Source: an optimization exercise on an open RTL-to-GDS flow (aim: small area and a short achievable clock period). Production flows keep margins and buffers that such runs may drop. At most, simulation tests tie the RTL to the original design; equivalence was not proved. Power figures rest on the tool's default switching activity, not on a simulated workload.

==> inputs of run a <==
Design saw2sin, start of the top module:
module saw2sin
( input  wire        i_clk
, input  wire [15:0] i_saw
, output logic [15:0] o_sin
);
wire inv = i_saw[15];
wire rev = i_saw[14];
wire [13:0] v = i_saw[13:0] ^ {14{rev}};
wire [5:0] m = v[13:8];
wire [7:0] tb = {~v[7], v[6:0]};
wire [6:0] a = tb[7] ? ~tb[6:0] : tb[6:0];
wire [15:0] c0;
wire [7:0] c1;
sin_rom rom (.m(m), .c0(c0), .c1(c1));
wire [2:0] qn;
sin_qrom qrom (.mq(m[5:4]), .aq(a[6:4]), .qn(qn));
wire [3:0] bneg, bone, btwo;
assign bneg[0] = tb[1];
assign bone[0] = tb[0] ^ rev;
assign btwo[0] = (tb[1] & ~tb[0] & ~rev) | (~tb[1] & tb[0] & rev);
assign bneg[1] = tb[3];
assign bone[1] = tb[2] ^ tb[1];
assign btwo[1] = (tb[3] & ~tb[2] & ~tb[1]) | (~tb[3] & tb[2] & tb[1]);
assign bneg[2] = tb[5];
assign bone[2] = tb[4] ^ tb[3];
assign btwo[2] = (tb[5] & ~tb[4] & ~tb[3]) | (~tb[5] & tb[4] & tb[3]);
assign bneg[3] = tb[7];
assign bone[3] = tb[6] ^ tb[5];
assign btwo[3] = (tb[7] & ~tb[6] & ~tb[5]) | (~tb[7] & tb[6] & tb[5]);
wire b_pp0_5 = (((bone[0] & c1[5]) | (btwo[0] & c1[4])) ^ bneg[0]);
wire b_pp0_6 = (((bone[0] & c1[6]) | (btwo[0] & c1[5])) ^ bneg[0]);
wire b_pp0_7 = (((bone[0] & c1[7]) | (btwo[0] & c1[6])) ^ bneg[0]);
wire b_pp0_8 = ((btwo[0] & c1[7]) ^ bneg[0]);
wire b_nneg0 = ~bneg[0];
wire b_pp1_3 = (((bone[1] & c1[3]) | (btwo[1] & c1[2])) ^ bneg[1]);
wire b_pp1_4 = (((bone[1] & c1[4]) | (btwo[1] & c1[3])) ^ bneg[1]);
wire b_pp1_5 = (((bone[1] & c1[5]) | (btwo[1] & c1[4])) ^ bneg[1]);
wire b_pp1_6 = (((bone[1] & c1[6]) | (btwo[1] & c1[5])) ^ bneg[1]);
wire b_pp1_7 = (((bone[1] & c1[7]) | (btwo[1] & c1[6])) ^ bneg[1]);
wire b_pp1_8 = ((btwo[1] & c1[7]) ^ bneg[1]);
wire b_nneg1 = ~bneg[1];
wire b_pp2_1 = (((bone[2] & c1[1]) | (btwo[2] & c1[0])) ^ bneg[2]);
wire b_pp2_2 = (((bone[2] & c1[2]) | (btwo[2] & c1[1])) ^ bneg[2]);
wire b_pp2_3 = (((bone[2] & c1[3]) | (btwo[2] & c1[2])) ^ bneg[2]);
wire b_pp2_4 = (((bone[2] & c1[4]) | (btwo[2] & c1[3])) ^ bneg[2]);
wire b_pp2_5 = (((bone[2] & c1[5]) | (btwo[2] & c1[4])) ^ bneg[2]);
  ...
Settings: LEC_CHECK=0, ABC_AREA=1, CAP_MARGIN=20, CORE_MARGIN=2, CORE_UTILIZATION=40, SLEW_MARGIN=20; clock period 70.0 ns.
standard.sh (not shown) runs the stock make flow with config.mk's settings and CLKGATE_MAP_FILE= SYNTH_SCRIPT=/design/flow/synth_recipe.tcl, a recipe that flattens the netlist after the stock synthesis.
==> flow/flow/run.sh <==
#!/bin/bash
# Own flow: the standard layout, with one change to synthesis: ABC maps the
# combinational logic with flow/abc_area.script (area-first mapping, then
# sizing) instead of ORFS's abc_area.script.  Everything else, including
# synth_recipe.tcl (-nofsm -noshare, flatten, rename), is the standard flow.
set -euo pipefail
rm -rf scripts_abc
cp -r "$FLOW_HOME/scripts" scripts_abc
cp flow/abc_area.script scripts_abc/abc_area.script
bash standard.sh SCRIPTS_DIR="$PWD/scripts_abc" synth > synth.log 2>&1
bash standard.sh finish > layout.log 2>&1
==> flow/flow/abc_area.script <==
strash
dch
map -a
topo
dnsize -c
==> run b (differences from run a) <==
--- a/flow/flow/run.sh
+++ b/flow/flow/run.sh
@@ -9,3 +9,3 @@
 cp flow/abc_area.script scripts_abc/abc_area.script
 bash standard.sh SCRIPTS_DIR="$PWD/scripts_abc" synth > synth.log 2>&1
-bash standard.sh finish > layout.log 2>&1
+bash standard.sh "BUFFER_PORTS_ARGS=-buffer_cell sky130_fd_sc_hd__buf_2" finish > layout.log 2>&1
==> flow/flow/abc_area.script (replaced) <==
strash
dch
map -a
topo
stime -c
buffer -c
upsize -c
dnsize -c
==> results.json <==
{
  "placed_cell_area_um2": 4210,
  "wl_um": 12600,
  "worstMarginPinSlew_ns": 0.8586,
  "wl_met2_um": 5448,
  "place_hpwl_um": 10370,
  "fin_area_um2": 4265,
  "crit_cells": 35,
  "met3_usage_pct": 2.688,
  "fin_util_pct": 44.04,
  "tap_cells": 133,
  "num_rows": 36,
  "power.total_mw": 0.2427,
  "final_common_cell": "inv_1",
  "status": "no timing/DRC/antenna violations",
  "start_util_pct": 40.85
}
-- figures above: run b

==> results.json <==
{
  "status": "no timing/DRC/antenna violations",
  "num_rows": 34,
  "met3_usage_pct": 3.092,
  "fin_area_um2": 4238,
  "tap_cells": 108,
  "placed_cell_area_um2": 4183,
  "power.total_mw": 0.2448,
  "crit_cells": 36,
  "final_common_cell": "clkinv_1",
  "fin_util_pct": 48.36,
  "wl_um": 11860,
  "place_hpwl_um": 9798
}
-- figures above: run a


---

==> 02-18: inputs <==
Another version of the RTL of saw2sin (not shown whole).
Settings: LEC_CHECK=0, ABC_AREA=1, CAP_MARGIN=20, CORE_MARGIN=2, CORE_UTILIZATION=40, SLEW_MARGIN=20, SYNTH_HIERARCHICAL=1; clock period 70.0 ns.
==> flow/flow/run.sh <==
#!/bin/bash
# Own flow: the standard layout (standard.sh) with two changes.
#  1. Synthesis: ABC maps the combinational logic with flow/abc_area.script
#     (area-first mapping, then buffering and sizing) instead of ORFS's
#     abc_area.script.  It runs from a private copy of the ORFS scripts in
#     which only that file differs; synth_recipe.tcl (-nofsm -noshare,
#     flatten, rename) and everything else is the standard synthesis.
#  2. Layout: the port buffers that global placement inserts on every input
#     and output are sky130_fd_sc_hd__buf_1 cells.
# Each tool's full output goes to synth.log / layout.log here (and ORFS's own
# per-step logs under orfs/logs/).
set -euo pipefail
rm -rf scripts_abc
cp -r "$FLOW_HOME/scripts" scripts_abc
cp flow/abc_area.script scripts_abc/abc_area.script
bash standard.sh SCRIPTS_DIR="$PWD/scripts_abc" synth > synth.log 2>&1
bash standard.sh "BUFFER_PORTS_ARGS=-buffer_cell sky130_fd_sc_hd__buf_1" finish > layout.log 2>&1
==> flow/flow/abc_area.script <==
strash
dch
map -a
topo
stime -c
buffer -c
upsize -c
dnsize -c
==> inputs of 09-10, as changes to 02-18 <==
--- a/flow/design.v
+++ b/flow/design.v
@@ -755,78 +755,74 @@
 wire b_pp3_7 = (((bone[3] & c1[7]) | (btwo[3] & c1[6])) ^ bneg[3]);
 wire b_pp3_8 = ((btwo[3] & c1[7]) ^ bneg[3]);
 wire b_nneg3 = ~bneg[3];
 wire b_q0 = qn[0];
 wire b_q1 = qn[1];
 wire b_q2 = qn[2];
 wire b_q3 = qn[3];
-wire hs1, hc2;
-sin_ha u_hs1 (.a(b_pp0_5), .b(b_pp1_3), .s(hs1), .co(hc2));
-wire fs3, fc4;
-sin_fa u_fs3 (.a(b_pp0_6), .b(b_pp1_4), .c(b_pp2_2), .s(fs3), .co(fc4));
-wire hs5, hc6;
-sin_ha u_hs5 (.a(b_pp3_0), .b(b_q1), .s(hs5), .co(hc6));
-wire fs7, fc8;
-sin_fa u_fs7 (.a(b_pp0_7), .b(b_pp1_5), .c(b_pp2_3), .s(fs7), .co(fc8));
-wire fs9, fc10;
-sin_fa u_fs9 (.a(b_pp3_1), .b(b_q2), .c(c0[2]), .s(fs9), .co(fc10));
-wire fs11, fc12;
-sin_fa u_fs11 (.a(b_pp0_8), .b(b_pp1_6), .c(b_pp2_4), .s(fs11), .co(fc12));
-wire fs13, fc14;
-sin_fa u_fs13 (.a(b_pp3_2), .b(b_q3), .c(c0[3]), .s(fs13), .co(fc14));
-wire fs15, fc16;
-sin_fa u_fs15 (.a(b_nneg0), .b(b_pp1_7), .c(b_pp2_5), .s(fs15), .co(fc16));
-wire hs17, hc18;
-sin_ha u_hs17 (.a(b_pp3_3), .b(c0[4]), .s(hs17), .co(hc18));
-wire fs19, fc20;
-sin_fa u_fs19 (.a(b_pp1_8), .b(b_pp2_6), .c(b_pp3_4), .s(fs19), .co(fc20));
-wire hs21, hc22;
-sin_ha u_hs21 (.a(b_nneg1), .b(b_pp2_7), .s(hs21), .co(hc22));
-wire hs23, hc24;
-sin_ha u_hs23 (.a(hs1), .b(b_pp2_1), .s(hs23), .co(hc24));
-wire fs25, fc26;
-sin_fa u_fs25 (.a(fs3), .b(hs5), .c(c0[1]), .s(fs25), .co(fc26));
-wire fs27, fc28;
-sin_fa u_fs27 (.a(fs7), .b(fs9), .c(fc4), .s(fs27), .co(fc28));
-wire fs29, fc30;
-sin_fa u_fs29 (.a(fs11), .b(fs13), .c(fc8), .s(fs29), .co(fc30));
-wire fs31, fc32;
-sin_fa u_fs31 (.a(fs15), .b(hs17), .c(fc12), .s(fs31), .co(fc32));
-wire fs33, fc34;
-sin_fa u_fs33 (.a(fs19), .b(c0[5]), .c(fc16), .s(fs33), .co(fc34));
-wire fs35, fc36;
-sin_fa u_fs35 (.a(hs21), .b(b_pp3_5), .c(c0[6]), .s(fs35), .co(fc36));
-wire fs37, fc38;
-sin_fa u_fs37 (.a(b_pp2_8), .b(b_pp3_6), .c(c0[7]), .s(fs37), .co(fc38));
-wire hs39, hc40;
-sin_ha u_hs39 (.a(b_nneg2), .b(b_pp3_7), .s(hs39), .co(hc40));
-wire hs41, hc42;
-sin_ha u_hs41 (.a(hs23), .b(b_q0), .s(hs41), .co(hc42));
-wire fs43, fc44;
-sin_fa u_fs43 (.a(fs25), .b(hc2), .c(hc24), .s(fs43), .co(fc44));
-wire fs45, fc46;
-sin_fa u_fs45 (.a(fs27), .b(hc6), .c(fc26), .s(fs45), .co(fc46));
-wire fs47, fc48;
-sin_fa u_fs47 (.a(fs29), .b(fc10), .c(fc28), .s(fs47), .co(fc48));
-wire fs49, fc50;
-sin_fa u_fs49 (.a(fs31), .b(fc14), .c(fc30), .s(fs49), .co(fc50));
-wire fs51, fc52;
-sin_fa u_fs51 (.a(fs33), .b(hc18), .c(fc32), .s(fs51), .co(fc52));
-wire fs53, fc54;
-sin_fa u_fs53 (.a(fs35), .b(fc20), .c(fc34), .s(fs53), .co(fc54));
-wire fs55, fc56;
-sin_fa u_fs55 (.a(fs37), .b(hc22), .c(fc36), .s(fs55), .co(fc56));
-wire fs57, fc58;
-sin_fa u_fs57 (.a(hs39), .b(c0[8]), .c(fc38), .s(fs57), .co(fc58));
-wire fs59, fc60;
-sin_fa u_fs59 (.a(b_pp3_8), .b(c0[9]), .c(hc40), .s(fs59), .co(fc60));
-wire hs61, hc62;
-sin_ha u_hs61 (.a(b_nneg3), .b(c0[10]), .s(hs61), .co(hc62));
-wire [15:0] ra = {c0[15], c0[14], c0[13], c0[12], c0[11], hs61, fs59, fs57, fs55, fs53, fs51, fs49, fs47, fs45, fs43, hs41};
-wire [15:0] rb = {1'b0, 1'b0, 1'b0, 1'b0, hc62, fc60, fc58, fc56, fc54, fc52, fc50, fc48, fc46, fc44, hc42, c0[0]};
+wire ws1, wc1;
+sin_fa u_ws1 (.a(b_pp0_5), .b(b_pp1_3), .c(b_pp2_1), .s(ws1), .co(wc1));
+wire ws2, wc2;
+sin_ha u_ws2 (.a(b_q0), .b(c0[0]), .s(ws2), .co(wc2));
+wire ws3, wc3;
+sin_fa u_ws3 (.a(b_pp0_6), .b(b_pp1_4), .c(b_pp2_2), .s(ws3), .co(wc3));
+wire ws4, wc4;
+sin_fa u_ws4 (.a(b_pp3_0), .b(b_q1), .c(c0[1]), .s(ws4), .co(wc4));
+wire ws5, wc5;
+sin_fa u_ws5 (.a(b_pp0_7), .b(b_pp1_5), .c(b_pp2_3), .s(ws5), .co(wc5));
+wire ws6, wc6;
+sin_fa u_ws6 (.a(b_pp3_1), .b(b_q2), .c(c0[2]), .s(ws6), .co(wc6));
+wire ws7, wc7;
+sin_fa u_ws7 (.a(b_pp0_8), .b(b_pp1_6), .c(b_pp2_4), .s(ws7), .co(wc7));
+wire ws8, wc8;
+sin_fa u_ws8 (.a(b_pp3_2), .b(b_q3), .c(c0[3]), .s(ws8), .co(wc8));
+wire ws9, wc9;
+sin_fa u_ws9 (.a(b_nneg0), .b(b_pp1_7), .c(b_pp2_5), .s(ws9), .co(wc9));
+wire ws10, wc10;
+sin_ha u_ws10 (.a(b_pp3_3), .b(c0[4]), .s(ws10), .co(wc10));
+wire ws11, wc11;
+sin_fa u_ws11 (.a(b_pp1_8), .b(b_pp2_6), .c(b_pp3_4), .s(ws11), .co(wc11));
+wire ws12, wc12;
+sin_fa u_ws12 (.a(b_nneg1), .b(b_pp2_7), .c(b_pp3_5), .s(ws12), .co(wc12));
+wire ws13, wc13;
+sin_fa u_ws13 (.a(b_pp2_8), .b(b_pp3_6), .c(c0[7]), .s(ws13), .co(wc13));
+wire ws14, wc14;
+sin_fa u_ws14 (.a(b_nneg2), .b(b_pp3_7), .c(c0[8]), .s(ws14), .co(wc14));
+wire ws15, wc15;
+sin_fa u_ws15 (.a(wc1), .b(wc2), .c(ws3), .s(ws15), .co(wc15));
+wire ws16, wc16;
+sin_fa u_ws16 (.a(wc3), .b(wc4), .c(ws5), .s(ws16), .co(wc16));
+wire ws17, wc17;
+sin_fa u_ws17 (.a(wc5), .b(wc6), .c(ws7), .s(ws17), .co(wc17));
+wire ws18, wc18;
+sin_fa u_ws18 (.a(wc7), .b(wc8), .c(ws9), .s(ws18), .co(wc18));
+wire ws19, wc19;
+sin_fa u_ws19 (.a(wc9), .b(wc10), .c(ws11), .s(ws19), .co(wc19));
+wire ws20, wc20;
+sin_fa u_ws20 (.a(wc11), .b(ws12), .c(c0[6]), .s(ws20), .co(wc20));
+wire ws21, wc21;
+sin_fa u_ws21 (.a(wc14), .b(b_pp3_8), .c(c0[9]), .s(ws21), .co(wc21));
+wire ws22, wc22;
+sin_fa u_ws22 (.a(wc15), .b(ws16), .c(ws6), .s(ws22), .co(wc22));
+wire ws23, wc23;
+sin_fa u_ws23 (.a(wc16), .b(ws17), .c(ws8), .s(ws23), .co(wc23));
+wire ws24, wc24;
+sin_fa u_ws24 (.a(wc17), .b(ws18), .c(ws10), .s(ws24), .co(wc24));
+wire ws25, wc25;
+sin_fa u_ws25 (.a(wc18), .b(ws19), .c(c0[5]), .s(ws25), .co(wc25));
+wire ws26, wc26;
+sin_fa u_ws26 (.a(wc20), .b(wc12), .c(ws13), .s(ws26), .co(wc26));
+wire ws27, wc27;
+sin_fa u_ws27 (.a(wc21), .b(b_nneg3), .c(c0[10]), .s(ws27), .co(wc27));
+wire ws28, wc28;
+sin_fa u_ws28 (.a(wc25), .b(wc19), .c(ws20), .s(ws28), .co(wc28));
+wire ws29, wc29;
+sin_fa u_ws29 (.a(wc26), .b(wc13), .c(ws14), .s(ws29), .co(wc29));
+wire [15:0] ra = {c0[15], c0[14], c0[13], c0[12], wc27, ws27, wc29, ws29, wc28, ws28, wc24, wc23, wc22, ws22, ws15, ws1};
+wire [15:0] rb = {1'b0, 1'b0, 1'b0, 1'b0, c0[11], 1'b0, ws21, 1'b0, ws26, 1'b0, ws25, ws24, ws23, 1'b0, ws4, ws2};
 wire [15:0] z;
 wire [15:0] pg_g0 = ra & rb;
 wire [15:0] pg_p0 = ra ^ rb;
 wire pfx_g1 = pg_g0[1] | (pg_p0[1] & pg_g0[0]);
 wire pfx_p1 = pg_p0[1] & pg_p0[0];
 wire pfx_g2 = pg_g0[3] | (pg_p0[3] & pg_g0[2]);
 wire pfx_p2 = pg_p0[3] & pg_p0[2];
--- a/flow/flow/run.sh
+++ b/flow/flow/run.sh
@@ -10,8 +10,8 @@
 # Each tool's full output goes to synth.log / layout.log here (and ORFS's own
 # per-step logs under orfs/logs/).
 set -euo pipefail
 rm -rf scripts_abc
 cp -r "$FLOW_HOME/scripts" scripts_abc
 cp flow/abc_area.script scripts_abc/abc_area.script
 bash standard.sh SCRIPTS_DIR="$PWD/scripts_abc" synth > synth.log 2>&1
-bash standard.sh "BUFFER_PORTS_ARGS=-buffer_cell sky130_fd_sc_hd__buf_1" finish > layout.log 2>&1
+bash standard.sh SETUP_SLACK_MARGIN=49.7 "BUFFER_PORTS_ARGS=-buffer_cell sky130_fd_sc_hd__buf_1" finish > layout.log 2>&1
==> comparison <==
Core utilization is about the same in 02-18 and 09-10.
Against 09-10, the die area of 02-18 is larger by about 2.4%.
In 02-18 the global-route usage is lower than in 09-10, by 1.2 points.
Between 09-10 and 02-18, the lower synthesized cell count is in 09-10 (gap about 3.6%, measured against 02-18).
Fmax: 09-10 is higher than 02-18 (about 3.3%).
Between 09-10 and 02-18, the lower worst hold slack is in 02-18 (gap 94 ps).
In sequential cell count, 02-18 and 09-10 do not differ.
Critical path depth: 09-10 is lower than 02-18 (3).
Worst setup slack: 09-10 is higher than 02-18 (660 ps).
Of 02-18 and 09-10, 02-18 has the higher first-iteration DRC count (gap 45%, measured against 09-10).
==> figures <==
quantity	09-10	02-18
Result of the run	finished clean	finished clean
Fraction of area in multi-input gates	77.0%	76.3%
Placed instance area	3760 sq um	3850 sq um
Peak per-stage delay on the critical path	460 ps	660 ps
FILL cells	895	893
Synthesized-area fraction occupied by and/or/nand/nor cells	17.9%	17.9%
Post-layout net count	578	603
Number of global-route vias before repair	3401	3441
Final total power	0.212 mW	0.226 mW
Total placed cells including tap cells	615	634
Core outline area	8640 sq um	8760 sq um
P_sw	0.112 mW	0.120 mW
Routed via count divided by cell count	5.83	5.90
Count of multi-input combinational gates	392	404
Post-synthesis instance area	3530 sq um	3620 sq um
Area used by multi-input combinational logic	2970 sq um	2980 sq um
Number of non-clock inverters	63	69
Layout clock buffer count	3	4
Adder-cell area share of the yosys netlist	23.1%	23.8%
Critical path's slowest cell	ha_1	xor2_1
Clock network contribution to total cell area	1.07%	1.41%
Mapped Cells	488	506
No functional check of the RTL was part of 09-10.

what the ideal ports hide:
The flow's constraints put no driver on any port. The routed layouts listed below were extracted and timed again, unchanged, in two steps.
Step 1, drivers: a clkbuf_16 drives i_clk and a buf_2 each remaining input, both assumed.
Step 2 times the ports against the registers' clock, not the clock port: input delays grow and output delays shrink by t, the midpoint of the rising clock arrivals with the driver on.
Slacks: no drivers / after step 1 / after step 2; pairs: no drivers / after step 1.
run	t, ns	slack for setup (ns)	latest minus earliest clock arrival (ns)
run a	0.263	46.984 / 46.981 / 46.718	0.001 / 0.000
run b	0.269	48.632 / 48.635 / 48.366	0.001 / 0.001
02-18	0.263	49.397 / 49.394 / 49.132	0.001 / 0.001
09-10	0.257	50.061 / 50.062 / 49.805	0.001 / 0.002
After both steps setup and hold are still met in every run listed.
